Source: an optimization exercise on an open RTL-to-GDS flow (aim: small area, a short achievable clock period and few clock cycles). Production flows keep margins and buffers that such runs may drop. Where RTL was checked, it was by simulation tests only, not by an equivalence proof against the original. Function not checked in runs 2 to 5: the RTL went through the layout flow alone. No activity file was given, so power comes from the tool's default toggle rates.

[design/flow/flow/run.sh]
#!/bin/bash
# Standard layout, with two changes: plain buffers on the ports instead of the
# delay-cell buffers buffer_ports picks by default, and a clock tree of
# clkbuf_4 -root_buf sky130_fd_sc_hd__clkbuf_16 cells with no dummy loads.
set -euo pipefail
export BUFFER_PORTS_ARGS="-buffer_cell sky130_fd_sc_hd__buf_1"
export CTS_ARGS="-sink_clustering_enable -repair_clock_nets -buf_list sky130_fd_sc_hd__clkbuf_4 -root_buf sky130_fd_sc_hd__clkbuf_16 -dont_use_dummy_load -sink_clustering_size 30 -sink_clustering_max_diameter 80"
bash standard.sh > standard.log 2>&1
[design/flow/standard.sh]
#!/bin/bash
# synth_recipe.tcl (not shown) runs the flow's synth.tcl, then flattens the netlist and writes it again
# the make line also repeats each setting of config.mk as NAME=value (left out here)
make -C /OpenROAD-flow-scripts/flow DESIGN_CONFIG=/design/flow/config.mk WORK_HOME=/design/flow/orfs CLKGATE_MAP_FILE= SYNTH_SCRIPT=/design/flow/synth_recipe.tcl "${@:-finish}"
[design/flow/config.mk]
export PLATFORM = sky130hd
export DESIGN_NAME = my_cpu
export DESIGN_NICKNAME = my_cpu
export VERILOG_FILES = /design/flow/design.v
export SDC_FILE = /design/flow/constraint.sdc
export NUM_CORES = 4
export LEC_CHECK = 0
export CAP_MARGIN = 20
export CORE_MARGIN = 2
export CORE_UTILIZATION = 40
export SETUP_SLACK_MARGIN = 2.9
export SLEW_MARGIN = 20
export SYNTH_HIERARCHICAL = 1
export SYNTH_MINIMUM_KEEP_SIZE = 0
export TNS_END_PERCENT = 0
[design/flow/constraint.sdc]
create_clock -name core_clock -period 5.0 [get_ports {clk}]
set_input_delay 1.0000 -clock core_clock [delete_from_list [all_inputs] [get_ports {clk}]]
set_output_delay 1.0000 -clock core_clock [all_outputs]
set_load 0.01 [all_outputs]
[design/flow/design.v]
module fastadd #(parameter N = 8)
(input [N-1:0] x, y,
input ci,
output [N-1:0] s);
reg [N:0] G, P;
integer i, d;
always @(*) begin
	G[0] = ci;
	P[0] = 1'b0;
	for (i = 0; i < N; i = i + 1) begin
		G[i+1] = x[i] & y[i];
		P[i+1] = x[i] ^ y[i];
	end
	for (d = 1; d <= N; d = d * 2)
		for (i = N; i >= d; i = i - 1) begin
			G[i] = G[i] | (P[i] & G[i-d]);
			P[i] = P[i] & P[i-d];
		end
end
assign s = x ^ y ^ G[N-1:0];
endmodule
module alu8
(input [7:0] x, y,
input ci, ce,
input [3:0] t,
output [7:0] s);
reg [8:0] G, P;
integer i, d;
always @(*) begin
	G[0] = ci;
	P[0] = 1'b0;
	for (i = 0; i < 8; i = i + 1) begin
		G[i+1] = ce & x[i] & y[i];
		P[i+1] = ce & (x[i] | y[i]);
	end
	for (d = 1; d <= 8; d = d * 2)
		for (i = 8; i >= d; i = i - 1) begin
			G[i] = G[i] | (P[i] & G[i-d]);
			P[i] = P[i] & P[i-d];
		end
end
reg [7:0] f;
always @(*)
	for (i = 0; i < 8; i = i + 1)
		f[i] = t[{y[i], x[i]}];
assign s = f ^ G[7:0];
endmodule
module reltarget(input [5:0] pc,
input d,
input [2:0] o,
output [5:0] t);
wire [5:0] fwd = pc + {3'b000, o};
wire [5:0] back = pc - {3'b000, o};
assign t = d ? back : fwd;
endmodule
module my_cpu(input clk, reset,
output [5:0] address,
output memWr,
output [7:0] writedata,
input [7:0] readdata, IN,
output [7:0] OUT,
output halt
);
reg [5:0] pc;
reg [7:0] a;
reg [7:0] outr;
reg [7:0] ir;       
reg       ev;       
reg       xz, xinv, cin, ce, land, lor;   
reg [7:0] rsel;     
reg [7:0] rf [0:7];
reg       haltr;
reg       s_ldi, s_jmp, s_rel, s_ldm, s_stm, s_dld, s_dst;
wire s_d   = s_dld | s_dst;
wire fetch = ~(s_ldi | s_jmp | s_rel | s_ldm | s_stm | s_d | haltr);
assign address   = pc;
assign memWr     = s_dst;
assign writedata = a;
assign OUT       = outr;
assign halt      = haltr;
wire [3:0] eh = ir[7:4];
reg  [7:0] rv;
integer k;
always @(*) begin
	rv = 8'd0;
	for (k = 0; k < 8; k = k + 1)
		rv = rv | ({8{rsel[k]}} & rf[k]);
end
wire e_lda = ev & (eh == 4'h1);
wire e_sta = ev & (eh == 4'h2);
wire e_and = ev & (eh == 4'hA);
wire e_or  = ev & (eh == 4'hB);
wire e_add = ev & (eh == 4'hC);
wire e_sub = ev & (eh == 4'hD);
wire e_e   = ev & (eh == 4'hE) & ~ir[3] & ~(ir[2] & ir[1]);
wire e_not = e_e & (ir[2:0] == 3'd0);
wire e_inc = e_e & (ir[2:0] == 3'd1);
wire e_dec = e_e & (ir[2:0] == 3'd2);
wire e_shl = e_e & (ir[2:0] == 3'd3);
wire e_shr = e_e & (ir[2:0] == 3'd4);
wire e_ror = e_e & (ir[2:0] == 3'd5);
wire e_in  = ev & (ir == 8'hF0);
wire e_out = ev & (ir == 8'hF1);
wire e_aw = e_lda | e_and | e_or | e_add | e_sub | e_e | e_in;
wire       e_alu = e_lda | e_and | e_or | e_add | e_sub | e_not | e_inc | e_dec;
wire [7:0] x = (a & {8{~xz}}) ^ {8{xinv}};
wire [7:0] alu;
wire [3:0] tt = land ? 4'b1000 : lor ? 4'b1110 : (xinv & ce) ? 4'b1001 : 4'b0110;
alu8 alu0(x, rv, cin, ce, tt, alu);
wire       a_mem = s_ldi | s_dld;
wire       a_hold = ~(e_aw | a_mem);
wire [7:0] ares = ({8{e_alu}} & alu)
                | ({8{e_shl}} & {a[6:0], 1'b0})
                | ({8{e_shr}} & {1'b0, a[7:1]})
                | ({8{e_ror}} & {a[0], a[7:1]})
                | ({8{e_in}} & IN)
                | ({8{a_mem}} & readdata)
                | ({8{a_hold}} & a);
always @(posedge clk)
	for (k = 0; k < 8; k = k + 1)
		if (e_sta & rsel[k])
			rf[k] <= a;
wire az = (a == 8'd0);
function take;
	input [7:0] op;
	input z, n;
	case (op[7:4])
		4'h7:    take = z;
		4'h8:    take = ~z;
		4'h9:    take = ~n & ((op[3:0] != 4'd0) | ~z);
		default: take = 1'b1;
	endcase
endfunction
wire [3:0] fh = readdata[7:4];
wire       flo0 = (readdata[3:0] == 4'd0);
wire       f_br = (fh[3:2] == 2'b01 & fh[1]) | (fh[3:2] == 2'b10 & ~fh[1]);
wire f_ldm  = (readdata == 8'h30);
wire f_stm  = (readdata == 8'h40);
wire f_ldi  = (readdata == 8'h50);
wire f_halt = (readdata == 8'hF2);
wire f_e    = ~f_br & ~f_ldm & ~f_stm & ~f_ldi & ~f_halt;
wire f_add  = (fh == 4'hC);
wire f_sub  = (fh == 4'hD);
wire f_inc  = (readdata == 8'hE1);
wire f_dec  = (readdata == 8'hE2);
wire f_not  = (readdata == 8'hE0);
wire f_reg  = (fh == 4'h1) | (fh == 4'h2) | (fh[3:2] == 2'b10 & fh[1]) | (fh[3:2] == 2'b11 & ~fh[1]);
wire       j_take = take(ir, az, a[7]);
wire [5:0] pc1 = pc + 6'd1;
wire [5:0] pcrel;
reltarget rel(pc, ir[3], ir[2:0], pcrel);
wire p_inc  = fetch | s_ldi | (s_jmp & ~j_take);
wire p_rd   = (s_jmp & j_take) | s_ldm | s_stm;
wire p_rel  = s_rel & j_take;
wire p_hold = haltr | (s_rel & ~j_take);
wire [5:0] pcn = ({6{p_inc}} & pc1)
               | ({6{p_rel}} & pcrel)
               | ({6{p_rd}} & readdata[5:0])
               | ({6{s_d}} & ir[5:0])
               | ({6{p_hold}} & pc);
always @(posedge clk) begin
	if (s_ldm | s_stm)
		ir <= {2'b00, pc1};
	else
		ir <= readdata;
	rsel <= f_reg ? (8'd1 << readdata[2:0]) : 8'd0;
	xz   <= (fh == 4'h1);
	xinv <= f_sub | f_dec | f_not;
	cin  <= f_inc | f_dec;
	ce   <= f_add | f_sub | f_inc | f_dec;
	land <= (fh == 4'hA);
	lor  <= (fh == 4'hB);
	if (reset) begin
		pc <= 6'd0;
		a <= 8'd0;
		outr <= 8'd0;
		ev <= 1'b0;
		haltr <= 1'b0;
		s_ldi <= 1'b0; s_jmp <= 1'b0; s_rel <= 1'b0; s_ldm <= 1'b0; s_stm <= 1'b0;
		s_dld <= 1'b0; s_dst <= 1'b0;
	end else begin
		a <= ares;
		pc <= pcn;
		if (e_out) outr <= a;
		ev    <= fetch & f_e;
		haltr <= haltr | (fetch & f_halt);
		s_ldi <= fetch & f_ldi;
		s_ldm <= fetch & f_ldm;
		s_stm <= fetch & f_stm;
		s_jmp <= fetch & f_br & flo0;
		s_rel <= fetch & f_br & ~flo0;
		s_dld <= s_ldm;
		s_dst <= s_stm;
	end
end
endmodule
==> reports/metrics.csv, run 1 <==
stage,metric,value,unit
status,status,no timing/DRC/antenna violations,
global_routing,largest net degree at the start of global routing,28,
global_routing,All-Layer GR Usage,19.86,%
cts,Worst-Skew Late Latency,0.37,ns
die,chip height,123.1,um
timing,Worst Max-Slew Pin Slew,0.7228,ns
timing,Highest Clock Rate,445.6,MHz
die,core area,13880,um2
layout,"Design Area, Final",6341,um2
cts,TritonCTS clock tree,done,
timing,Max-Slew Margin vs Limit,51.41,%
synth,xor/xnor share of the synthesized area,3.995,%
synth,"FF+latch count, synth",117,
cts,root buf cell,clkbuf_16,
layout,"Area growth, synth to finish",11.85,%
die,Row Count,43,
setup_path,Setup CP Type,reg -> reg,
timing,worst hold margin,0.4809,ns
layout,final core occ,45.68,%
synth,synthesized instance count,496,
die,die extent in x,123.1,um
timing,clock skew,0.03333,ns
global_routing,total congestion overflow,0,
pwr,static leakage,2.192,nW
timing,setup TNS,0,ns
synth,post-synthesis sequential area ratio,52.62,%
synth,post-synthesis mux area share,5.231,%
setup_path,Worst setup EP type,register,
synth,ys async rst share,0,%
synth,simple logic cell fraction of the synthesized area,14.92,%
synth,cell area after synthesis,5669,um2
route,routed vias,4384,
route,first-iteration detailed-routing DRC count,463,
timing,RSZ-0062 raised after global routing,true,
route,Avg Vias per Cell,6.064,
die,# IOs,42,
pwr,worst vdd ir,0.1729,mV
layout,most frequent cells in the layout,"64 x edfxtp_1, 53 x a22oi_1, 41 x buf_1",
pwr,Cell Pwr Density,281.6,nW/um2
synth,compound-cell area share of the yosys netlist,16.86,%
synth,Adder-Cell Fraction of Synth Area,2.516,%
route,drc violations,0,
die,starting density of the core,40.84,%
hold_path,Hold Path Class,reg -> reg,
route,routed len/inst,20.24,um
cts,H-tree depth,4,
setup_path,crit path launch type,register,
global_routing,initial antenna violation count,0,
cts,clk sinks,117,
layout,Multi-input gate area,2646,um2
setup_path,CP Max Fanout,5,
run,MaxCap Viol Count,0,
synth,Post-synth EDFFs,64,
layout,# diodes,0,
timing,post-route clock period utilization,44.88,%
synth,Syn Area/Cell,11.43,um2
layout,"commonest non-fill, non-tap cell in the layout",edfxtp_1,
layout,nets@finish,572,
placement,IO Port Bufs,41,
global_routing,number of global-route vias before repair,4090,
layout,share of layout cells above drive strength 1,19.89,%
route,final WL,14630,um
route,Final ANT Viol Nets,0,
cts,total CTS buffers,17,
synth,Synth warnings,9,
placement,Placed Instances,694,
timing,min Tclk post-route,2.244,ns
synth,largest family of logic cells by synthesized area,compound AO/OA/AOI/OAI gates,
route,DRT Pass-1 Iters,6,
setup_path,Critical Path AT,2.48,ns
placement,DPL Wire Length,9851,um
synth,"Primary FF master, synth",edfxtp_1,
global_routing,first-pass GRT wire length,22590,um
setup_path,CP required,5.23,ns
layout,Reg area,3020,um2
layout,fin cells,723,
cts,cts hold-fix bufs,0,
timing,# setup viols final,0,
cts,clock buffer depth,2,
synth,syn_nets,523,
layout,Fillers,1301,
synth,count of cell types in the netlist,71,
timing,Final Hold Fails,0,
placement,routability cong.,0.8787,
cts,clk slew on worst S/H paths,0.10,ns
die,die footprint,15140,um2
timing,fin. max-slew vios,0,
placement,Post-DP Area,5892,um2
## synthesized netlist by cell type (9+ instances only)
cell type   n  share of area (%)
edfxtp_1   64                 34
a22oi_1    61                8.1
dfxtp_1    53                 19
nor2_1     36                2.4
nand2_1    28                1.9
nand2b_1   19                2.1
xnor2_1    18                2.8
a21oi_1    16                1.4
a31oi_1    14                1.5
clkbuf_1   13               0.86
nand3_1    12                1.1
mux2i_1    11                1.9
nor3_1     11               0.97
and2_1     10                1.1
inv_1       9               0.60
## modules after synthesis, one instance, submodules excluded
module / cells inside / area, um2 / flops+latches
alu8: 51 / 491.7 / 0
my_cpu: 411 / 4897 / 117
reltarget: 34 / 280.3 / 0
## registers in the layout (all words and copies together) (netlist names)
signal and cells:
s_dld 1, s_rel 1, xinv 1, outr 8, rsel 8, lor 1
pc 6, haltr 1, cin 1, ev 1, rf 64, a 8
s_ldi 1, s_dst 1, s_stm 1, s_ldm 1, s_jmp 1, ce 1
xz 1, land 1, ir 8
## layout make-up
cell class              count  area share (%)
clock buffers              17           2.289
inverters                  10          0.5919
multi-input cells         343           41.73
flip-flops and latches    117           47.63
well taps                 180           3.552
repair buffers             56           4.203
## final timing paths
path             from  endpoint  slack [ns]  cells past startpoint
max          rf[5][3]      a[6]        2.76                      9
min             s_ldm     s_dld        0.48                      1
max reg2reg  rf[5][3]      a[6]        2.76                      9
min reg2reg     s_ldm     s_dld        0.48                      1
## stage by stage
step	setup WS, ns	total power, mW
floorplan	2.886	1.245
global placement	2.443	1.299
CTS	2.563	1.764
detailed placement	2.411	1.302
global route	2.625	1.861
finish	2.756	1.786
## what timing repair did
action | CTS | global route
resized for setup | 5 | 46
endpoints found under the hold margin | 0 | 0
pin swaps | 0 | 23
setup buffers | 0 | 12
endpoints found under the setup margin | 86 | 92
## metal layers
layer	share of wire (%)	up-vias	wire, um	GRT usage [%]
li1	-	1986	-	-
met1	44	2194	6483	27.35
met2	48	186	7026	31.28
met3	6.4	18	940	4.889
met4	1.3	0	183	5.540
met5	0	-	0	0
## cell families (layout without fill, tap and decap cells)
family / count (synthesis) / count (layout)
mux: 19 / 19
buf+inv: 36 / 83
flops: 117 / 117
xor+xnor: 25 / 25
simple gates: 159 / 159
compound gates: 129 / 129
fa+ha+maj: 11 / 11
## critical path: stages (launching register included)
cell	delay [ns]
edfxtp_1	0.41
a22oi_2	0.20
nand4_1	0.28
a21oi_2	0.27
o21ai_2	0.10
maj3_2	0.32
a211oi_2	0.20
xnor2_1	0.10
a22oi_1	0.14
a31oi_1	0.09
## power breakdown
group | internal [mW] | switching [mW] | leakage [nW] | total (mW)
combinational | 0.109 | 0.133 | 1.07 | 0.242
clock | 0.185 | 0.290 | 0.0859 | 0.475
sequential | 1.03 | 0.0419 | 1.03 | 1.07
Testbench counts, summed over its fixed seeds: cycles 27,699.
==> run 2: changes to the inputs <==
--- a/design/flow/design.v
+++ b/design/flow/design.v
@@ -46,10 +46,2 @@
 assign s = f ^ G[7:0];
-endmodule
-module reltarget(input [5:0] pc,
-input d,
-input [2:0] o,
-output [5:0] t);
-wire [5:0] fwd = pc + {3'b000, o};
-wire [5:0] back = pc - {3'b000, o};
-assign t = d ? back : fwd;
 endmodule
@@ -149,10 +141,11 @@
 wire [5:0] pc1 = pc + 6'd1;
-wire [5:0] pcrel;
-reltarget rel(pc, ir[3], ir[2:0], pcrel);
-wire p_inc  = fetch | s_ldi | (s_jmp & ~j_take);
+wire [5:0] pcm1 = pc - 6'd1;
+wire       r_more = (ir[2:1] != 2'b00);    
+wire       r_step = s_rel & j_take & (ir[2:0] != 3'd0);
+wire p_inc  = fetch | s_ldi | (s_jmp & ~j_take) | (r_step & ~ir[3]);
+wire p_dec  = r_step & ir[3];
 wire p_rd   = (s_jmp & j_take) | s_ldm | s_stm;
-wire p_rel  = s_rel & j_take;
-wire p_hold = haltr | (s_rel & ~j_take);
+wire p_hold = haltr | (s_rel & ~r_step);
 wire [5:0] pcn = ({6{p_inc}} & pc1)
-               | ({6{p_rel}} & pcrel)
+               | ({6{p_dec}} & pcm1)
                | ({6{p_rd}} & readdata[5:0])
@@ -163,2 +156,4 @@
 		ir <= {2'b00, pc1};
+	else if (s_rel)
+		ir[2:0] <= ir[2:0] - 3'd1;
 	else
@@ -190,3 +185,3 @@
 		s_jmp <= fetch & f_br & flo0;
-		s_rel <= fetch & f_br & ~flo0;
+		s_rel <= (fetch & f_br & ~flo0) | (r_step & r_more);
 		s_dld <= s_ldm;
==> design/flow/flow/run.sh (replaced) <==
#!/bin/bash
# Standard layout, with two changes: plain buffers on the ports instead of the
# delay-cell buffers buffer_ports picks by default, and a clock tree of
# clkbuf_8 cells with no dummy loads.
set -euo pipefail
export BUFFER_PORTS_ARGS="-buffer_cell sky130_fd_sc_hd__buf_1"
export CTS_ARGS="-sink_clustering_enable -repair_clock_nets -buf_list sky130_fd_sc_hd__clkbuf_8 -dont_use_dummy_load -sink_clustering_size 30 -sink_clustering_max_diameter 80"
bash standard.sh > standard.log 2>&1
==> run 2 against run 1 <==
Against the previous run: still clean; combinational power rose by 5%; clock skew fell by 0.0061 ns; register-to-register slack got worse by 0.13 ns; wire length rose by 5.4%; via count rose by 1.4%; setup slack got worse by 0.13 ns; non-clock buffer count rose by 10; critical path type unchanged; critical endpoint is now pc[5].
==> reports/metrics.csv, run 2 <==
stage,metric,value,unit,change
setup_path,Setup crit start,a[1],,
cts,clock buffer depth,2,,unchanged
synth,synthesized instance count,513,,+3.4%
synth,top cell type's share of synthesized area,35.68,%,+1.8 points
hold_path,worst hold stages,1,,unchanged
placement,IO Port Bufs,41,,unchanged
synth,syn_nets,538,,+2.9%
cts,TritonCTS clock tree,done,,
layout,fin cells,747,,+3.3%
layout,nets@finish,594,,+3.8%
layout,max reg flops,64,,unchanged
route,Avg Vias per Cell,5.952,,-1.8%
pwr,static leakage,2.156,nW,-1.6%
cts,cts hold-fix bufs,0,,unchanged
global_routing,first-pass GRT wire length,23670,um,+4.8%
pwr,switching part of the total,25.90,%,-0.12 points
placement,DPL Wire Length,10240,um,+4.0%
run,MaxCap Viol Count,0,,unchanged
die,Row Count,43,,unchanged
global_routing,All-Layer GR Usage,21.30,%,+1.4 points
synth,Post-synth EDFFs,67,,+4.7%
cts,H-tree depth,4,,unchanged
die,die footprint,15060,um2,-0.51%
global_routing,largest net degree at the start of global routing,30,,+7.1%
hold_path,Hold Path Class,reg -> reg,,
layout,Top reg by flops,rf,,
layout,share of layout cells above drive strength 1,17.11,%,-2.8 points
status,status,no timing/DRC/antenna violations,,
timing,post-route clock period utilization,47.57,%,+2.7 points
route,drc violations,0,,unchanged
placement,routability cong.,0.9011,,+2.5%
die,core area,13830,um2,-0.39%
setup_path,"critical path, cell by cell","or4_4, or4_4, a31oi_4, o21ai_4, buf_4, a222oi_1, o221ai_1",,
route,first-iteration detailed-routing DRC count,461,,-0.43%
route,DRT Pass-1 Iters,10,,+4
setup_path,cell mode on critical path,or4_4,,
route,Final ANT Viol Nets,0,,unchanged
layout,"commonest non-fill, non-tap cell in the layout",edfxtp_1,,
synth,count of cell types in the netlist,68,,-4.2%
cts,total CTS buffers,17,,unchanged
setup_path,worst r2r src,a[1],,
timing,fin. max-slew vios,0,,unchanged
layout,"Area growth, synth to finish",14.53,%,
hold_path,Worst Hold Launch,s_ldm,,
synth,post-synthesis sequential area ratio,53.43,%,+0.81 points
synth,cell area after synthesis,5639,um2,-0.53%
route,final WL,15430,um,+5.4%
die,die extent in x,122.7,um,-0.26%
global_routing,total congestion overflow,0,,unchanged
global_routing,number of global-route vias before repair,4168,,+1.9%
setup_path,Setup CP Type,reg -> reg,,
pwr,clock power share,31.5,%,+4.9 points
pwr,Flop pwr share,55.5,%,-4.3 points
pwr,worst vdd ir,0.2063,mV,+19%
synth,"FF+latch count, synth",117,,unchanged
setup_path,max incr delay on CP,0.54,ns,+0.13 ns
timing,RSZ-0062 raised after global routing,true,,
timing,setup TNS,0,ns,unchanged
die,chip height,122.7,um,-0.26%
setup_path,Critical Path AT,2.67,ns,+0.19 ns
timing,Max-Slew Margin vs Limit,44.61,%,-6.8 points
synth,largest cells by area after synthesis,"edfxtp_1 36%, dfxtp_1 18%, a22oi_1 4.9%, nor2_1 3.1%, xnor2_1 3.1%",,
pwr,internal power,1.439,mW,+9.0%
cts,clk slew on worst S/H paths,0.07,ns,-0.03 ns
route,routed vias,4446,,+1.4%
setup_path,crit path launch type,register,,
cts,Worst-Skew Late Latency,0.43,ns,+0.06 ns
setup_path,slowest CP cell,or4_4,,
cts,clk sinks,117,,unchanged
setup_path,FF-to-FF path depth,7,,-2
timing,Worst Max-Slew Pin Slew,0.8291,ns,+0.1062 ns
synth,ys async rst share,0,%,unchanged
setup_path,Worst R2R End,pc[5],,
layout,# diodes,0,,unchanged
synth,post-synth top area cell,edfxtp_1,,
pwr,Cell Pwr Density,300.7,nW/um2,+6.8%
hold_path,WHS Endpoint,s_dld,,
setup_path,Worst setup EP type,register,,
timing,# setup viols final,0,,unchanged
pwr,Logic pwr share,13.0,%,-0.6 points
synth,Syn Area/Cell,10.99,um2,-3.8%
setup_path,CP required,5.29,ns,+0.06 ns
setup_path,reg2reg setup slack,2.62,ns,-0.13 ns
layout,most frequent cells in the layout,"67 x edfxtp_1, 46 x nor2_1, 43 x nand2_1",,
placement,Placed Instances,708,,+2.0%
global_routing,initial antenna violation count,0,,unchanged
timing,clock skew,0.02721,ns,-0.006118 ns
die,# IOs,42,,unchanged
timing,Final Hold Fails,0,,unchanged
route,routed len/inst,20.65,um,+2.0%
timing,Highest Clock Rate,420.4,MHz,-5.7%
pwr,P_sw,0.5030,mW,+8.3%
synth,top post-synthesis cells by count,"67 x edfxtp_1, 50 x dfxtp_1, 47 x nor2_1, 43 x nand2_1, 37 x a22oi_1",,
cts,root buf cell,clkbuf_8,,
die,starting density of the core,40.78,%,-0.058 points
synth,most frequent cell after synthesis,edfxtp_1,,
setup_path,CP Max Fanout,3,,-2
synth,Synth warnings,9,,unchanged
synth,"Primary FF master, synth",edfxtp_1,,
timing,min Tclk post-route,2.379,ns,+0.1345 ns
==> run 2: cell types whose count changed in the layout (fill, tap and decap cells not counted), sizes merged, moves of 5 or more <==
cell / before / now
a22oi: 62 / 38
a222oi: 1 / 12
buf: 56 / 66
a41oi: 1 / 6
nor2: 36 / 47
a31oi: 14 / 5
a32oi: 6 / 1
o21ai: 8 / 14
nand2: 29 / 43
==> run 2: logic make-up after synthesis <==
logic type | share of synthesized area, %
buf+inv | 2.862
fa+ha+maj | 1.952
mux | 5.458
compound gates | 16.20
simple gates | 15.91
flops | 53.43
xor+xnor | 4.194
==> run 2: critical path, delay by kind of cell (launching register included) <==
| family | cells | cell delay, ns |
|---|---|---|
| AND/OR/NAND/NOR | 2 | 1.07 |
| AO/OA/AOI/OAI | 4 | 0.70 |
| flip-flops | 1 | 0.34 |
| buffers and inverters | 1 | 0.16 |
==> run 2: power groups by stage <==
stage | logic, mW | registers [mW] | clock network, mW
after detailed placement | 0.219 | 1.11 | 0
after CTS | 0.246 | 1.08 | 0.620
after global placement | 0.217 | 1.10 | 0
final | 0.253 | 1.08 | 0.611
after global routing | 0.276 | 1.08 | 0.663
after floorplan | 0.176 | 1.08 | 0
==> run 2: cell type report <==
class	instances	area [um2]
Timing Repair Buffer	66	341.6
Sequential cell	117	3050
Tap cell	180	225.2
Clock buffer	17	234.0
Inverter	13	48.80
Multi-Input combinational cell	354	2559
Fill cell	1271	7368
==> run 2: per-stage QoR <==
| stage | util (%) | setup slack [ns] | hold WS (ns) | power, mW | cell area, um2 |
|---|---|---|---|---|---|
| after floorplan | - | 2.849 | 0.4530 | 1.255 | 5659 |
| after global placement | 43.01 | 2.426 | 0.4636 | 1.319 | 5947 |
| after detailed placement | 43.05 | 2.423 | 0.4697 | 1.325 | 5953 |
| after CTS | 46.26 | 2.634 | 0.4788 | 1.942 | 6396 |
| after global routing | 46.71 | 2.552 | 0.4867 | 2.020 | 6459 |
| final | 46.71 | 2.621 | 0.4775 | 1.942 | 6459 |
==> run 2: repair_timing <==
action                                  in CTS  in global routing
setup buffers                               20                  2
endpoints found under the setup margin      26                 85
gates resized for setup                     15                 17
pin swaps                                    5                  5
==> run 2: metal layers <==
metal | vias to the layer above | share of wire, % | GRT usage [%]
met5 | - | 0 | 0
met4 | 0 | 2.7 | 8.046
met3 | 35 | 5.7 | 5.344
met2 | 188 | 50 | 35.53
met1 | 2170 | 41 | 26.57
li1 | 2053 | - | -
==> run 2: how the worst max path moves through the flow <==
stage / endpoint / depth (start not counted) / slack, ns
after floorplan: pc[1] / 6 / 2.85
after global placement: pc[1] / 6 / 2.43
after detailed placement: a[4] / 8 / 2.42
after CTS: pc[1] / 6 / 2.63
after global routing: pc[1] / 6 / 2.55
final: pc[5] / 7 / 2.62
==> run 2: per-module statistics from Yosys, one instance, submodules excluded <==
| module | flops+latches | cells inside | times used | cell area, um2 |
|---|---|---|---|---|
| alu8 | 0 | 51 | 1 | 491.7 |
| my_cpu | 117 | 462 | 1 | 5147 |
==> run 3: changes to the inputs <==
--- a/design/flow/design.v
+++ b/design/flow/design.v
@@ -23,4 +23,3 @@
 (input [7:0] x, y,
-input ci, ce,
-input [3:0] t,
+input ci, ce, land, lor, finv,
 output [7:0] s);
@@ -41,7 +40,4 @@
 end
-reg [7:0] f;
-always @(*)
-	for (i = 0; i < 8; i = i + 1)
-		f[i] = t[{y[i], x[i]}];
-assign s = f ^ G[7:0];
+wire [7:0] f = land ? (x & y) : lor ? (x | y) : (x ^ y);
+assign s = f ^ G[7:0] ^ {8{finv}};
 endmodule
@@ -61,3 +57,4 @@
 reg       xz, xinv, cin, ce, land, lor;   
-reg [7:0] rsel;     
+reg [7:0] b;        
+reg       yen;      
 reg [7:0] rf [0:7];
@@ -73,9 +70,10 @@
 wire [3:0] eh = ir[7:4];
-reg  [7:0] rv;
 integer k;
+reg  [7:0] rvf;
 always @(*) begin
-	rv = 8'd0;
+	rvf = 8'd0;
 	for (k = 0; k < 8; k = k + 1)
-		rv = rv | ({8{rsel[k]}} & rf[k]);
+		rvf = rvf | ({8{readdata[2:0] == k}} & rf[k]);
 end
+wire [7:0] rv = b & {8{yen}};
 wire e_lda = ev & (eh == 4'h1);
@@ -99,4 +97,3 @@
 wire [7:0] alu;
-wire [3:0] tt = land ? 4'b1000 : lor ? 4'b1110 : (xinv & ce) ? 4'b1001 : 4'b0110;
-alu8 alu0(x, rv, cin, ce, tt, alu);
+alu8 alu0(x, rv, cin, ce, land, lor, xinv & ce, alu);
 wire       a_mem = s_ldi | s_dld;
@@ -112,3 +109,3 @@
 	for (k = 0; k < 8; k = k + 1)
-		if (e_sta & rsel[k])
+		if (e_sta & (ir[2:0] == k))
 			rf[k] <= a;
@@ -139,13 +136,13 @@
 wire f_reg  = (fh == 4'h1) | (fh == 4'h2) | (fh[3:2] == 2'b10 & fh[1]) | (fh[3:2] == 2'b11 & ~fh[1]);
+wire f_stall = e_sta & (ir[2:0] == readdata[2:0]) & f_reg;
 wire       j_take = take(ir, az, a[7]);
 wire [5:0] pc1 = pc + 6'd1;
-wire [5:0] pcm1 = pc - 6'd1;
-wire       r_more = (ir[2:1] != 2'b00);    
-wire       r_step = s_rel & j_take & (ir[2:0] != 3'd0);
-wire p_inc  = fetch | s_ldi | (s_jmp & ~j_take) | (r_step & ~ir[3]);
-wire p_dec  = r_step & ir[3];
+wire [5:0] pcrel;
+fastadd #(6) reladd(pc, {{3{ir[3]}}, ir[2:0] ^ {3{ir[3]}}}, ir[3], pcrel);
+wire p_inc  = (fetch & ~f_stall) | s_ldi | (s_jmp & ~j_take);
 wire p_rd   = (s_jmp & j_take) | s_ldm | s_stm;
-wire p_hold = haltr | (s_rel & ~r_step);
+wire p_rel  = s_rel & j_take;
+wire p_hold = haltr | (s_rel & ~j_take) | (fetch & f_stall);
 wire [5:0] pcn = ({6{p_inc}} & pc1)
-               | ({6{p_dec}} & pcm1)
+               | ({6{p_rel}} & pcrel)
                | ({6{p_rd}} & readdata[5:0])
@@ -156,7 +153,6 @@
 		ir <= {2'b00, pc1};
-	else if (s_rel)
-		ir[2:0] <= ir[2:0] - 3'd1;
 	else
 		ir <= readdata;
-	rsel <= f_reg ? (8'd1 << readdata[2:0]) : 8'd0;
+	b    <= rvf;
+	yen  <= f_reg;
 	xz   <= (fh == 4'h1);
@@ -179,3 +175,3 @@
 		if (e_out) outr <= a;
-		ev    <= fetch & f_e;
+		ev    <= fetch & f_e & ~f_stall;
 		haltr <= haltr | (fetch & f_halt);
@@ -185,3 +181,3 @@
 		s_jmp <= fetch & f_br & flo0;
-		s_rel <= (fetch & f_br & ~flo0) | (r_step & r_more);
+		s_rel <= fetch & f_br & ~flo0;
 		s_dld <= s_ldm;
==> design/flow/flow/run.sh (replaced) <==
#!/bin/bash
# Standard layout, but with plain buffers on the ports instead of the
# delay-cell buffers buffer_ports picks by default.
set -euo pipefail
export BUFFER_PORTS_ARGS="-buffer_cell sky130_fd_sc_hd__buf_1"
bash standard.sh > standard.log 2>&1
--- a/design/flow/config.mk
+++ b/design/flow/config.mk
@@ -10,6 +10,5 @@
 export CORE_UTILIZATION = 40
-export SETUP_SLACK_MARGIN = 2.9
+export CTS_BUF_LIST = sky130_fd_sc_hd__clkbuf_8
+export CTS_CLUSTER_SIZE = 40
+export SETUP_SLACK_MARGIN = 3.0
 export SLEW_MARGIN = 20
-export SYNTH_HIERARCHICAL = 1
-export SYNTH_MINIMUM_KEEP_SIZE = 0
-export TNS_END_PERCENT = 0
==> run 3 against run 2 <==
Against the previous run: highest routed layer unchanged; sequential power hardly changed; utilization is 8.1 points higher; global-route usage is 0.51 points higher; register-to-register slack better by 0.05 ns; clock-buffer cell count is 1 higher; area after synthesis is 9.8% higher; flip-flop and latch count is 1 higher; die area is 9.5% higher; first-iteration DRC count is 42% higher; clock skew is 0.016 ns lower; combinational power is 72% higher; still clean on timing, DRC and antenna.
==> reports/metrics.csv, run 3 <==
stage,metric,value,unit,change
setup_path,"delay-heaviest family, CP",compound AO/OA/AOI/OAI gates,,
synth,synthesized instance count,612,,+19%
synth,cell area after synthesis,6193,um2,+9.8%
global_routing,total congestion overflow,0,,unchanged
setup_path,slowest CP cell,a221o_1,,
pwr,internal power,1.710,mW,+19%
run,MaxCap Viol Count,0,,unchanged
global_routing,number of global-route vias before repair,5026,,+21%
layout,"commonest non-fill, non-tap cell in the layout",edfxtp_1,,
synth,post-synthesis mux area share,4.747,%,-0.71 points
synth,count of cell types in the netlist,65,,-4.4%
route,drc violations,0,,unchanged
timing,# setup viols final,0,,unchanged
pwr,Logic pwr share,18.3,%,+5.3 points
placement,IO Port Bufs,41,,unchanged
status,status,no timing/DRC/antenna violations,,
layout,Top reg by flops,rf,,
setup_path,worst path bufs/invs,0,,-1
layout,# diodes,0,,unchanged
global_routing,largest net degree at the start of global routing,29,,-3.3%
layout,most frequent cells in the layout,"64 x edfxtp_1, 60 x nand2_1, 57 x buf_4",,
placement,DPL Wire Length,10780,um,+5.3%
synth,largest family of logic cells by synthesized area,simple AND/OR/NAND/NOR gates,,
timing,RSZ-0062 raised after global routing,true,,
route,routed vias,5285,,+19%
global_routing,met3 Use GR,4.491,%,-0.85 points
route,final WL,17780,um,+15%
synth,ys async rst share,0,%,unchanged
route,Avg Vias per Cell,5.770,,-3.1%
timing,Final Hold Fails,0,,unchanged
synth,compound-cell area share of the yosys netlist,15.86,%,-0.34 points
die,core area,15150,um2,+9.5%
placement,routability cong.,0.8961,,-0.55%
die,die extent in x,128.4,um,+4.6%
setup_path,Setup CP Type,reg -> reg,,
die,Row Count,45,,+4.7%
cts,cts hold-fix bufs,0,,unchanged
global_routing,met1 track utilization from global routing,28.69,%,+2.1 points
synth,simple logic cell fraction of the synthesized area,16.08,%,+0.17 points
timing,Worst Max-Slew Pin Slew,0.6493,ns,-0.1798 ns
timing,clock skew,0.01081,ns,-0.01641 ns
pwr,static leakage,3.235,nW,+50%
timing,Max-Slew Margin vs Limit,56.57,%,+12 points
die,# IOs,42,,unchanged
route,DRT Pass-1 Iters,9,,-1
route,first-iteration detailed-routing DRC count,653,,+42%
layout,max reg flops,64,,unchanged
synth,post-synthesis sequential area ratio,48.48,%,-4.9 points
cts,clock buffer depth,2,,unchanged
synth,Synth warnings,4,,-5
setup_path,FF-to-FF path depth,10,,+3
synth,Adder-Cell Fraction of Synth Area,4.646,%,+2.7 points
timing,min Tclk post-route,2.332,ns,-0.04681 ns
synth,Post-synth EDFFs,64,,-4.5%
global_routing,All-Layer GR Usage,21.80,%,+0.51 points
global_routing,busiest grt layer,met2,,
cts,Worst-Skew Late Latency,0.44,ns,about the same
pwr,overall power,2.377,mW,+22%
die,chip height,128.4,um,+4.6%
global_routing,initial antenna violation count,0,,unchanged
setup_path,worst r2r src,a[6],,
synth,"Primary FF master, synth",edfxtp_1,,
layout,"Area growth, synth to finish",33.94,%,
setup_path,CP Max Fanout,4,,+1
die,die footprint,16500,um2,+9.5%
cts,H-tree depth,4,,unchanged
pwr,switching part of the total,28.06,%,+2.2 points
setup_path,reg2reg setup slack,2.67,ns,+0.05 ns
layout,nets@finish,756,,+27%
synth,largest cells by area after synthesis,"edfxtp_1 31%, dfxtp_1 17%, ha_1 4.6%, mux2i_1 4.2%, nand2_1 3.9%",,
pwr,worst vdd ir,0.2318,mV,+12%
cts,TritonCTS clock tree,done,,
timing,post-route clock period utilization,46.63,%,-0.94 points
global_routing,met2 Usage GRT,34.48,%,-1.1 points
timing,Highest Clock Rate,428.9,MHz,+2.0%
synth,syn_nets,653,,+21%
synth,"FF+latch count, synth",118,,+0.85%
setup_path,"critical path, cell by cell","nor2b_4, xnor2_2, ha_1, nor2b_4, o31ai_4, xnor2_2, and2_4, a221o_1, o21ai_4, a41oi_2",,
setup_path,max incr delay on CP,0.37,ns,-0.17 ns
route,routed len/inst,19.41,um,-6.0%
hold_path,worst hold stages,1,,unchanged
cts,clk sinks,118,,+0.85%
setup_path,Worst R2R End,a[6],,
pwr,Flop pwr share,45.2,%,-10 points
timing,fin. max-slew vios,0,,unchanged
layout,share of layout cells above drive strength 1,34.20,%,+17 points
setup_path,Setup crit start,a[6],,
setup_path,Worst setup EP type,register,,
synth,top cell type's share of synthesized area,31.03,%,-4.6 points
setup_path,CP required,5.30,ns,about the same
cts,clk slew on worst S/H paths,0.07,ns,about the same
die,starting density of the core,40.89,%,+0.11 points
synth,Syn Area/Cell,10.12,um2,-7.9%
timing,setup TNS,0,ns,unchanged
setup_path,Critical Path AT,2.64,ns,-0.03 ns
global_routing,first-pass GRT wire length,27390,um,+16%
cts,root buf cell,clkbuf_8,,
setup_path,worst setup path end,a[6],,
setup_path,Worst path depth,10,,+3
pwr,clock power share,36.5,%,+5.0 points
hold_path,Hold Path Class,reg -> reg,,
synth,xor/xnor share of the synthesized area,5.758,%,+1.6 points
pwr,Cell Pwr Density,286.5,nW/um2,-4.7%
pwr,P_sw,0.6669,mW,+33%
cts,total CTS buffers,17,,unchanged
synth,top post-synthesis cells by count,"64 x edfxtp_1, 64 x nand2_1, 54 x dfxtp_1, 51 x nor2_1, 37 x inv_1",,
route,Final ANT Viol Nets,0,,unchanged
setup_path,crit path launch type,register,,
synth,post-synth top area cell,edfxtp_1,,
-- run 3: cell count changes after synthesis, sizes merged, moves of 11 or more --
cell and delta:
inv +24, mux2i +15, ha +16, a22oi -29, nand2 +21, xor2 +11, nor2b +15, buf +11
-- run 3: kinds of logic after synthesis --
logic type | count (synthesis)
flops | 118
compound gates | 133
xor+xnor | 39
fa+ha+maj | 23
mux | 29
buf+inv | 69
simple gates | 201
-- run 3: area by class of cell --
cell class	count	area, um2
fill	1240	6850
multi-input combinational	425	3437
sequential	118	3089
timing repair buffer	116	994.7
clock buffer	18	247.7
tap	188	235.2
clock inverter	14	150.1
inverter	37	141.4
-- run 3: worst min-delay path by stage --
stage | to | from
2_1_floorplan | s_dst | s_stm
3_3_place_gp | s_dst | s_stm
3_5_place_dp | s_dst | s_stm
4_1_cts | s_dst | s_stm
5_1_grt | s_dst | s_stm
6_report | s_dst | s_stm
-- run 3: through the flow --
| stage | setup WS, ns | std cells | util [%] | area (um2) | hold WS, ns |
|---|---|---|---|---|---|
| after global routing | 2.575 | 916 | 54.77 | 8295 | 0.5034 |
| after global placement | 1.948 | 813 | 43.35 | 6565 | 0.4628 |
| after CTS | 2.674 | 893 | 52.09 | 7889 | 0.4821 |
| final | 2.668 | 916 | 54.77 | 8295 | 0.4794 |
| after floorplan | 2.596 | 612 | - | 6347 | 0.4529 |
| after detailed placement | 1.845 | 813 | 43.35 | 6565 | 0.4714 |
-- run 3: layer usage --
layer  up-vias  share of wire, %
li1       2431                 -
met1      2565                42
met2       241                47
met3        48               6.6
met4         0               4.4
met5         -                 0
-- run 3: worst reg2reg max path, cell delays in order, from the launching register on --
cell     delay (ns)
dfxtp_4        0.35
nor2b_4        0.13
xnor2_2        0.13
ha_1           0.30
nor2b_4        0.14
o31ai_4        0.22
xnor2_2        0.12
and2_4         0.17
a221o_1        0.37
o21ai_4        0.18
a41oi_2        0.10
-- run 3: what timing repair did --
item	4_1_cts	5_1_grt
endpoints found under the setup margin	115	109
buffers inserted	47	23
gates resized for setup	140	51
gates cloned	1	0
pin swaps	41	28
-- run 3: power groups by stage --
stage	clock network (mW)	registers (mW)	logic, mW
4_1_cts	0.879	1.08	0.373
5_1_grt	0.928	1.08	0.466
3_5_place_dp	0	1.11	0.271
2_1_floorplan	0	1.09	0.222
6_report	0.867	1.07	0.435
3_3_place_gp	0	1.11	0.264
==> run 4: changes to the inputs <==
--- a/design/flow/config.mk
+++ b/design/flow/config.mk
@@ -12,3 +12,3 @@
 export CTS_CLUSTER_SIZE = 40
-export SETUP_SLACK_MARGIN = 3.0
+export SETUP_SLACK_MARGIN = 2.8
 export SLEW_MARGIN = 20
==> run 4 against run 3 <==
Against the previous run: still clean; sequential power about the same; clock-buffer cell count up 1; via count down 4.4%; total power down 2.6%; wire length down 6.6%; critical path depth down 1; register-to-register slack worse by 0.02 ns; die area unchanged; first-iteration DRC count down 26%; utilization down 4.8 points; largest cell class unchanged.
==> reports/metrics.csv, run 4 <==
stage,metric,value,unit,change
timing,Max-Slew Margin vs Limit,52.21,%,-4.4 points
synth,Syn Area/Cell,10.12,um2,unchanged
die,die extent in x,128.4,um,unchanged
timing,RSZ-0062 raised after global routing,true,,
placement,Post-DP Area,6545,um2,-0.30%
global_routing,All-Layer GR Usage,20.42,%,-1.4 points
timing,min Tclk post-route,2.352,ns,+0.02011 ns
cts,TritonCTS clock tree,done,,
global_routing,initial antenna violation count,0,,unchanged
cts,root buf cell,clkbuf_8,,
global_routing,first-pass GRT wire length,25960,um,-5.2%
die,chip height,128.4,um,unchanged
layout,"Design Area, Final",7575,um2,-8.7%
placement,IO Port Bufs,41,,unchanged
layout,"commonest non-fill, non-tap cell in the layout",edfxtp_1,,
synth,largest cells by area after synthesis,"edfxtp_1 31%, dfxtp_1 17%, ha_1 4.6%, mux2i_1 4.2%, nand2_1 3.9%",,
route,Avg Vias per Cell,5.788,,+0.32%
synth,top cell type's share of synthesized area,31.03,%,unchanged
layout,# diodes,0,,unchanged
die,Row Count,45,,unchanged
setup_path,Critical Path AT,2.65,ns,about the same
route,DRT Pass-1 Iters,7,,-2
synth,ys async rst share,0,%,unchanged
synth,post-synth top area cell,edfxtp_1,,
global_routing,largest net degree at the start of global routing,29,,unchanged
die,core area,15150,um2,unchanged
pwr,static leakage,2.815,nW,-13%
die,die footprint,16500,um2,unchanged
hold_path,Hold Path Class,reg -> reg,,
timing,post-route clock period utilization,47.04,%,+0.40 points
cts,clock buffer depth,2,,unchanged
timing,fin. max-slew vios,0,,unchanged
synth,Post-synth EDFFs,64,,unchanged
timing,Highest Clock Rate,425.2,MHz,-0.86%
route,drc violations,0,,unchanged
timing,# setup viols final,0,,unchanged
route,routed vias,5053,,-4.4%
route,final WL,16600,um,-6.6%
run,MaxCap Viol Count,0,,unchanged
route,routed len/inst,19.02,um,-2.0%
timing,clock skew,0.01039,ns,-0.0004147 ns
placement,DPL Wire Length,10810,um,+0.31%
setup_path,crit path launch type,register,,
layout,max reg flops,64,,unchanged
cts,total CTS buffers,17,,unchanged
timing,setup TNS,0,ns,unchanged
setup_path,CP Max Fanout,15,,+11
route,first-iteration detailed-routing DRC count,484,,-26%
setup_path,CP required,5.30,ns,about the same
synth,syn_nets,653,,unchanged
synth,synthesized instance count,612,,unchanged
pwr,Cell Pwr Density,305.6,nW/um2,+6.7%
cts,clk slew on worst S/H paths,0.07,ns,about the same
cts,clk sinks,118,,unchanged
status,status,no timing/DRC/antenna violations,,
layout,share of layout cells above drive strength 1,23.50,%,-11 points
placement,routability cong.,0.8720,,-2.7%
timing,worst hold margin,0.4841,ns,+0.004688 ns
setup_path,reg2reg setup slack,2.65,ns,-0.02 ns
setup_path,Worst setup EP type,register,,
synth,Synth warnings,4,,unchanged
synth,count of cell types in the netlist,65,,unchanged
synth,"Primary FF master, synth",edfxtp_1,,
synth,"FF+latch count, synth",118,,unchanged
synth,cell area after synthesis,6193,um2,unchanged
layout,Top reg by flops,rf,,
cts,cts hold-fix bufs,0,,unchanged
cts,Worst-Skew Late Latency,0.43,ns,about the same
synth,post-synthesis sequential area ratio,48.48,%,unchanged
layout,"Area growth, synth to finish",22.30,%,
timing,Final Hold Fails,0,,unchanged
setup_path,Setup CP Type,reg -> reg,,
cts,H-tree depth,4,,unchanged
global_routing,number of global-route vias before repair,4874,,-3.0%
route,Final ANT Viol Nets,0,,unchanged
synth,top post-synthesis cells by count,"64 x edfxtp_1, 64 x nand2_1, 54 x dfxtp_1, 51 x nor2_1, 37 x inv_1",,
pwr,worst vdd ir,0.1700,mV,-27%
die,# IOs,42,,unchanged
layout,most frequent cells in the layout,"64 x edfxtp_1, 62 x nand2_1, 44 x nor2_1",,
layout,nets@finish,713,,-5.7%
global_routing,total congestion overflow,0,,unchanged
die,starting density of the core,40.89,%,unchanged
timing,Worst Max-Slew Pin Slew,0.7149,ns,+0.06565 ns
run 4: worst max-delay path, stage by stage (launching register included):
cell and delay [ns]:
dfxtp_4 0.50, nor2b_1 0.19, xnor2_1 0.13, ha_1 0.25
nor2b_2 0.21, nand3_1 0.13, a21oi_2 0.21, mux2_4 0.34
o21ai_4 0.16, a41oi_2 0.10
run 4: final cells by class:
type	instances	area (um2)
clock buffer	19	261.5
clock inverter	13	146.4
fill	1342	7571
inverter	37	141.4
multi-input combinational	425	3277
sequential	118	3049
tap	188	235.2
timing repair buffer	73	464.2
run 4: where the power goes:
part	switching (mW)	total, mW	internal [mW]
sequential	0.0437	1.08	1.04
combinational	0.192	0.354	0.161
clock	0.406	0.879	0.473
total	0.642	2.31	1.67
run 4: layer usage:
layer	wire [um]	vias to the layer above	GRT usage, %
li1	-	2343	-
met1	6900	2464	25.81
met2	8150	203	33.73
met3	954	43	3.659
met4	599	0	10.28
met5	0	-	0
run 4: path summary, 6_finish.rpt:
kind	from	end	cells after the start
worst min-delay path	s_stm	s_dst	1
worst max register to register	a[4]	a[6]	9
worst max-delay path	a[4]	a[6]	9
worst min register to register	s_stm	s_dst	1
run 4: logic make-up after synthesis:
family,synth area share [%]
simple gates,16.08
compound gates,15.86
flops,48.48
buf+inv,4.424
xor+xnor,5.758
mux,4.747
fa+ha+maj,4.647
run 4: through the flow:
step	util (%)	cells	power (mW)	worst slack (ns)
3_5_place_dp	43.21	817	1.379	1.909
5_1_grt	50.01	873	2.403	2.535
4_1_cts	48.66	867	2.292	2.598
6_report	50.01	873	2.315	2.648
2_1_floorplan	-	612	1.302	2.596
3_3_place_gp	43.21	817	1.371	1.979
run 4: timing repair:
action                     in CTS  in global routing
buffers inserted               17                  6
pin swaps                      20                 20
resized for setup              69                 34
setup endpoints to repair      76                 69
gates cloned                    1                  0
==> run 5: changes to the inputs <==
--- a/design/flow/design.v
+++ b/design/flow/design.v
@@ -21,8 +21,20 @@
 endmodule
-module alu8
-(input [7:0] x, y,
-input ci, ce, land, lor, finv,
-output [7:0] s);
+module exec_unit
+(input [7:0] a,
+input [63:0] regs,
+input [7:0] rsel,
+input xinv, ci, ce,
+input [3:0] t,
+input s_alu, s_shl, s_shr, s_ror, s_in, s_mem, s_hold,
+input [7:0] IN, readdata,
+output [7:0] anext);
+integer i, d;
+reg [7:0] y;
+always @(*) begin
+	y = 8'd0;
+	for (i = 0; i < 8; i = i + 1)
+		y = y | ({8{rsel[i]}} & regs[8*i +: 8]);
+end
+wire [7:0] x = a ^ {8{xinv}};
 reg [8:0] G, P;
-integer i, d;
 always @(*) begin
@@ -40,4 +52,14 @@
 end
-wire [7:0] f = land ? (x & y) : lor ? (x | y) : (x ^ y);
-assign s = f ^ G[7:0] ^ {8{finv}};
+reg [7:0] f;
+always @(*)
+	for (i = 0; i < 8; i = i + 1)
+		f[i] = t[{y[i], x[i]}];
+wire [7:0] alu = f ^ G[7:0];
+assign anext = ({8{s_alu}} & alu)
+             | ({8{s_shl}} & {a[6:0], 1'b0})
+             | ({8{s_shr}} & {1'b0, a[7:1]})
+             | ({8{s_ror}} & {a[0], a[7:1]})
+             | ({8{s_in}} & IN)
+             | ({8{s_mem}} & readdata)
+             | ({8{s_hold}} & a);
 endmodule
@@ -56,5 +78,5 @@
 reg       ev;       
-reg       xz, xinv, cin, ce, land, lor;   
-reg [7:0] b;        
-reg       yen;      
+reg       xinv, cin, ce;   
+reg [3:0] tt;
+reg [7:0] rsel;     
 reg [7:0] rf [0:7];
@@ -71,9 +93,2 @@
 integer k;
-reg  [7:0] rvf;
-always @(*) begin
-	rvf = 8'd0;
-	for (k = 0; k < 8; k = k + 1)
-		rvf = rvf | ({8{readdata[2:0] == k}} & rf[k]);
-end
-wire [7:0] rv = b & {8{yen}};
 wire e_lda = ev & (eh == 4'h1);
@@ -95,17 +110,11 @@
 wire       e_alu = e_lda | e_and | e_or | e_add | e_sub | e_not | e_inc | e_dec;
-wire [7:0] x = (a & {8{~xz}}) ^ {8{xinv}};
-wire [7:0] alu;
-alu8 alu0(x, rv, cin, ce, land, lor, xinv & ce, alu);
 wire       a_mem = s_ldi | s_dld;
 wire       a_hold = ~(e_aw | a_mem);
-wire [7:0] ares = ({8{e_alu}} & alu)
-                | ({8{e_shl}} & {a[6:0], 1'b0})
-                | ({8{e_shr}} & {1'b0, a[7:1]})
-                | ({8{e_ror}} & {a[0], a[7:1]})
-                | ({8{e_in}} & IN)
-                | ({8{a_mem}} & readdata)
-                | ({8{a_hold}} & a);
+wire [7:0] ares;
+exec_unit ex(a, {rf[7], rf[6], rf[5], rf[4], rf[3], rf[2], rf[1], rf[0]}, rsel,
+	xinv, cin, ce, tt, e_alu, e_shl, e_shr, e_ror, e_in, a_mem, a_hold,
+	IN, readdata, ares);
 always @(posedge clk)
 	for (k = 0; k < 8; k = k + 1)
-		if (e_sta & (ir[2:0] == k))
+		if (e_sta & rsel[k])
 			rf[k] <= a;
@@ -136,3 +145,2 @@
 wire f_reg  = (fh == 4'h1) | (fh == 4'h2) | (fh[3:2] == 2'b10 & fh[1]) | (fh[3:2] == 2'b11 & ~fh[1]);
-wire f_stall = e_sta & (ir[2:0] == readdata[2:0]) & f_reg;
 wire       j_take = take(ir, az, a[7]);
@@ -141,6 +149,6 @@
 fastadd #(6) reladd(pc, {{3{ir[3]}}, ir[2:0] ^ {3{ir[3]}}}, ir[3], pcrel);
-wire p_inc  = (fetch & ~f_stall) | s_ldi | (s_jmp & ~j_take);
+wire p_inc  = fetch | s_ldi | (s_jmp & ~j_take);
 wire p_rd   = (s_jmp & j_take) | s_ldm | s_stm;
 wire p_rel  = s_rel & j_take;
-wire p_hold = haltr | (s_rel & ~j_take) | (fetch & f_stall);
+wire p_hold = haltr | (s_rel & ~j_take);
 wire [5:0] pcn = ({6{p_inc}} & pc1)
@@ -155,10 +163,8 @@
 		ir <= readdata;
-	b    <= rvf;
-	yen  <= f_reg;
-	xz   <= (fh == 4'h1);
-	xinv <= f_sub | f_dec | f_not;
+	rsel <= f_reg ? (8'd1 << readdata[2:0]) : 8'd0;
+	xinv <= f_sub | f_dec;
 	cin  <= f_inc | f_dec;
 	ce   <= f_add | f_sub | f_inc | f_dec;
-	land <= (fh == 4'hA);
-	lor  <= (fh == 4'hB);
+	tt   <= (fh == 4'h1) ? 4'b1100 : (fh == 4'hA) ? 4'b1000 : (fh == 4'hB) ? 4'b1110 :
+	        f_not ? 4'b0101 : (f_sub | f_dec) ? 4'b1001 : 4'b0110;
 	if (reset) begin
@@ -175,3 +181,3 @@
 		if (e_out) outr <= a;
-		ev    <= fetch & f_e & ~f_stall;
+		ev    <= fetch & f_e;
 		haltr <= haltr | (fetch & f_halt);
--- a/design/flow/config.mk
+++ b/design/flow/config.mk
@@ -14 +14,3 @@
 export SLEW_MARGIN = 20
+export SYNTH_HIERARCHICAL = 1
+export SYNTH_MINIMUM_KEEP_SIZE = 0
==> run 5 against run 4 <==
Against the previous run: clock-buffer cell count is 2 lower; maximum frequency rose by 4.4%; utilization down 2.0 points; sequential share of layout area rose by 3.6 points; sequential power about the same; die area fell by 2.3%; combinational power is 21% lower; cell count is 8.6% lower; worst hold slack improved by 0.0090 ns; final area decreased by 7.3%; clock skew grew 0.0016 ns; highest routed layer unchanged.
==> reports/metrics.csv, run 5 <==
stage,metric,value,unit,change
synth,"Primary FF master, synth",edfxtp_1,,
placement,routability cong.,0.8710,,-0.11%
setup_path,Worst setup EP type,register,,
pwr,worst vdd ir,0.1559,mV,-8.3%
synth,synthesized instance count,549,,-10%
synth,post-synthesis sequential area ratio,49.66,%,+1.2 points
timing,RSZ-0062 raised after global routing,true,,
setup_path,max incr delay on CP,0.42,ns,-0.08 ns
setup_path,FF-to-FF path depth,9,,unchanged
die,chip height,127.0,um,-1.2%
layout,share of layout cells above drive strength 1,23.94,%,+0.44 points
die,die footprint,16120,um2,-2.3%
hold_path,Worst Hold Launch,s_ldm,,
synth,Post-synth EDFFs,64,,unchanged
pwr,static leakage,2.370,nW,-16%
route,drc violations,0,,unchanged
setup_path,crit path launch type,register,,
setup_path,Critical Path AT,2.56,ns,-0.09 ns
synth,largest cells by area after synthesis,"edfxtp_1 32%, dfxtp_1 18%, a22oi_1 5.0%, nor2_1 2.8%, nand2_1 2.7%",,
die,die extent in x,127.0,um,-1.2%
die,starting density of the core,41.29,%,+0.40 points
timing,setup TNS,0,ns,unchanged
route,final WL,16100,um,-3.0%
layout,most frequent cells in the layout,"64 x edfxtp_1, 44 x nand2_1, 44 x nor2_1",,
timing,fin. max-slew vios,0,,unchanged
route,first-iteration detailed-routing DRC count,434,,-10%
global_routing,number of global-route vias before repair,4606,,-5.5%
synth,syn_nets,575,,-12%
timing,clock skew,0.01202,ns,+0.001628 ns
cts,Worst-Skew Late Latency,0.43,ns,about the same
global_routing,total congestion overflow,0,,unchanged
cts,root buf cell,clkbuf_8,,
synth,ys async rst share,0,%,unchanged
global_routing,All-Layer GR Usage,20.52,%,+0.10 points
route,routed vias,4796,,-5.1%
cts,total CTS buffers,17,,unchanged
timing,Max-Slew Margin vs Limit,47.52,%,-4.7 points
hold_path,worst hold stages,1,,unchanged
timing,Worst Max-Slew Pin Slew,0.7813,ns,+0.06634 ns
pwr,Cell Pwr Density,302.0,nW/um2,-1.2%
synth,Synth warnings,10,,+6
hold_path,Hold Path Class,reg -> reg,,
layout,"commonest non-fill, non-tap cell in the layout",edfxtp_1,,
layout,nets@finish,627,,-12%
route,Final ANT Viol Nets,0,,unchanged
timing,min Tclk post-route,2.252,ns,-0.1001 ns
global_routing,initial antenna violation count,0,,unchanged
synth,"FF+latch count, synth",118,,unchanged
setup_path,reg2reg setup slack,2.75,ns,+0.10 ns
route,routed len/inst,20.17,um,+6.1%
synth,count of cell types in the netlist,78,,+20%
global_routing,largest net degree at the start of global routing,20,,-31%
placement,DPL Wire Length,10750,um,-0.60%
pwr,overall power,2.122,mW,-8.3%
layout,Top reg by flops,rf,,
setup_path,CP required,5.30,ns,about the same
layout,"Area growth, synth to finish",16.18,%,
hold_path,WHS Endpoint,s_dld,,
die,Row Count,44,,-2.2%
setup_path,Setup CP Type,reg -> reg,,
route,Avg Vias per Cell,6.010,,+3.8%
placement,IO Port Bufs,41,,unchanged
setup_path,Worst R2R End,a[5],,
cts,clk slew on worst S/H paths,0.07,ns,about the same
setup_path,slowest CP cell,maj3_4,,
setup_path,"critical path, cell by cell","a22oi_2, nand4_1, maj3_4, a21bo_4, o211ai_2, a21boi_2, xnor2_2, o2111ai_1, nor2b_1",,
synth,cell area after synthesis,6047,um2,-2.4%
cts,TritonCTS clock tree,done,,
die,# IOs,42,,unchanged
route,DRT Pass-1 Iters,5,,-2
synth,top post-synthesis cells by count,"64 x edfxtp_1, 54 x dfxtp_1, 45 x nor2_1, 44 x nand2_1, 40 x a22oi_1",,
die,core area,14640,um2,-3.3%
cts,clock buffer depth,2,,unchanged
synth,Syn Area/Cell,11.01,um2,+8.8%
setup_path,worst r2r src,rsel[2],,
timing,Final Hold Fails,0,,unchanged
cts,H-tree depth,4,,unchanged
run,MaxCap Viol Count,0,,unchanged
global_routing,first-pass GRT wire length,25280,um,-2.6%
layout,# diodes,0,,unchanged
cts,clk sinks,118,,unchanged
synth,post-synth top area cell,edfxtp_1,,
setup_path,CP Max Fanout,9,,-6
timing,Highest Clock Rate,444.1,MHz,+4.4%
timing,# setup viols final,0,,unchanged
synth,top cell type's share of synthesized area,31.78,%,+0.75 points
synth,most frequent cell after synthesis,edfxtp_1,,
timing,post-route clock period utilization,45.04,%,-2.0 points
layout,max reg flops,64,,unchanged
status,status,no timing/DRC/antenna violations,,
[run 5: cells by family after synthesis]
kind of cell / after synthesis / synth area share, %
AO/OA/AOI/OAI: 145 / 18.75
XOR/XNOR: 28 / 5.421
adder cells (fa/ha/maj): 9 / 2.007
buffers and inverters: 43 / 3.848
flip-flops: 118 / 49.66
multiplexers: 18 / 3.641
AND/OR/NAND/NOR: 188 / 16.68
[run 5: layout make-up]
type	count	area [um2]
Sequential cell	118	3078
Timing Repair Buffer	58	290.3
Clock inverter	15	115.1
Tap cell	184	230.2
Inverter	18	67.56
Clock buffer	17	234.0
Multi-Input combinational cell	388	3010
Fill cell	1335	7619
[run 5: per-module statistics from Yosys (local to each module, per instance), excerpt]
module     flops+latches  area (um2)  cells inside
my_cpu               118        4414           348
exec_unit              0        1383           169
[run 5: worst max path at each step]
| stage | startpoint | to | slack, ns | depth (start not counted) |
|---|---|---|---|---|
| floorplan | a[0] | a[6] | 2.83 | 9 |
| global placement | reset | pc[4] | 2.34 | 5 |
| detailed placement | xinv | a[5] | 2.24 | 9 |
| CTS | rsel[0] | a[5] | 2.71 | 9 |
| global route | rf[1][1] | a[6] | 2.64 | 10 |
| finish | rsel[2] | a[5] | 2.75 | 9 |
[run 5: metal layers]
layer / up-vias / part of all wire, % / global-route usage [%] / wire (um)
li1: 2199 / - / - / -
met1: 2405 / 48 / 29.77 / 7694
met3: 20 / 6.0 / 4.513 / 967
met5: - / 0 / 0 / 0
met4: 0 / 1.4 / 6.787 / 228
met2: 172 / 45 / 30.46 / 7208
[run 5: stage by stage]
stage	cell area (um2)	hold WS [ns]	worst slack [ns]	cells	util, %
4_1_cts	6869	0.4858	2.713	795	46.91
5_1_grt	7025	0.5201	2.635	798	47.98
6_report	7025	0.4931	2.748	798	47.98
3_3_place_gp	6282	0.4713	2.344	751	42.90
2_1_floorplan	6048	0.4529	2.835	549	-
3_5_place_dp	6282	0.4749	2.238	751	42.90
[run 5: critical path, delay by kind of cell (launching register included)]
kind	cells	cell delay (ns)
fa+ha+maj	1	0.42
xor+xnor	1	0.21
simple gates	2	0.37
compound gates	5	0.73
flops	1	0.40
[run 5: where the power goes]
part	switching, mW	leakage, nW	total, mW	internal, mW
Clock	0.377	0.169	0.760	0.383
Combinational	0.151	1.15	0.280	0.129
Sequential	0.0524	1.05	1.08	1.03
Total	0.580	2.37	2.12	1.54
[run 5: timing repair]
| action | 4_1_cts | 5_1_grt |
|---|---|---|
| hold buffers | 0 | 0 |
| setup buffers | 12 | 3 |
| endpoints found under the setup margin | 85 | 54 |
| pin swaps | 16 | 17 |
| resized for setup | 48 | 36 |

## re-timing with driven ports
No port has a modelled driver above. Below, the same layouts with a new extraction and two added sets of constraints.
Step 1: set_driving_cell puts a clkbuf_16 on clk and a buf_2 on each other input, an assumption about the parent block.
Step 2 moves the port delays by t, midway between the first and last clock arrival at a register: inputs arrive t later, outputs are due t later. That takes back most of the time a late clock gives input paths.
a / b / c = ideal ports / drivers / drivers and shift; a / b = the first two.
run	t, ns	setup WS [ns]	slew at the worst register clock pin (ns)
run 1	0.390	2.756 / 2.756 / 2.488	0.11 / 0.11
run 2	0.455	2.621 / 2.621 / 2.429	0.07 / 0.07
run 3	0.469	2.668 / 2.668 / 2.293	0.08 / 0.08
run 4	0.465	2.648 / 2.648 / 2.305	0.08 / 0.08
run 5	0.463	2.748 / 2.748 / 2.401	0.07 / 0.07
After both steps every run listed still meets setup and hold. For run 3, which loses most, drivers alone change the setup slack by 0.000 ns; drivers and shift together by -0.375 ns.
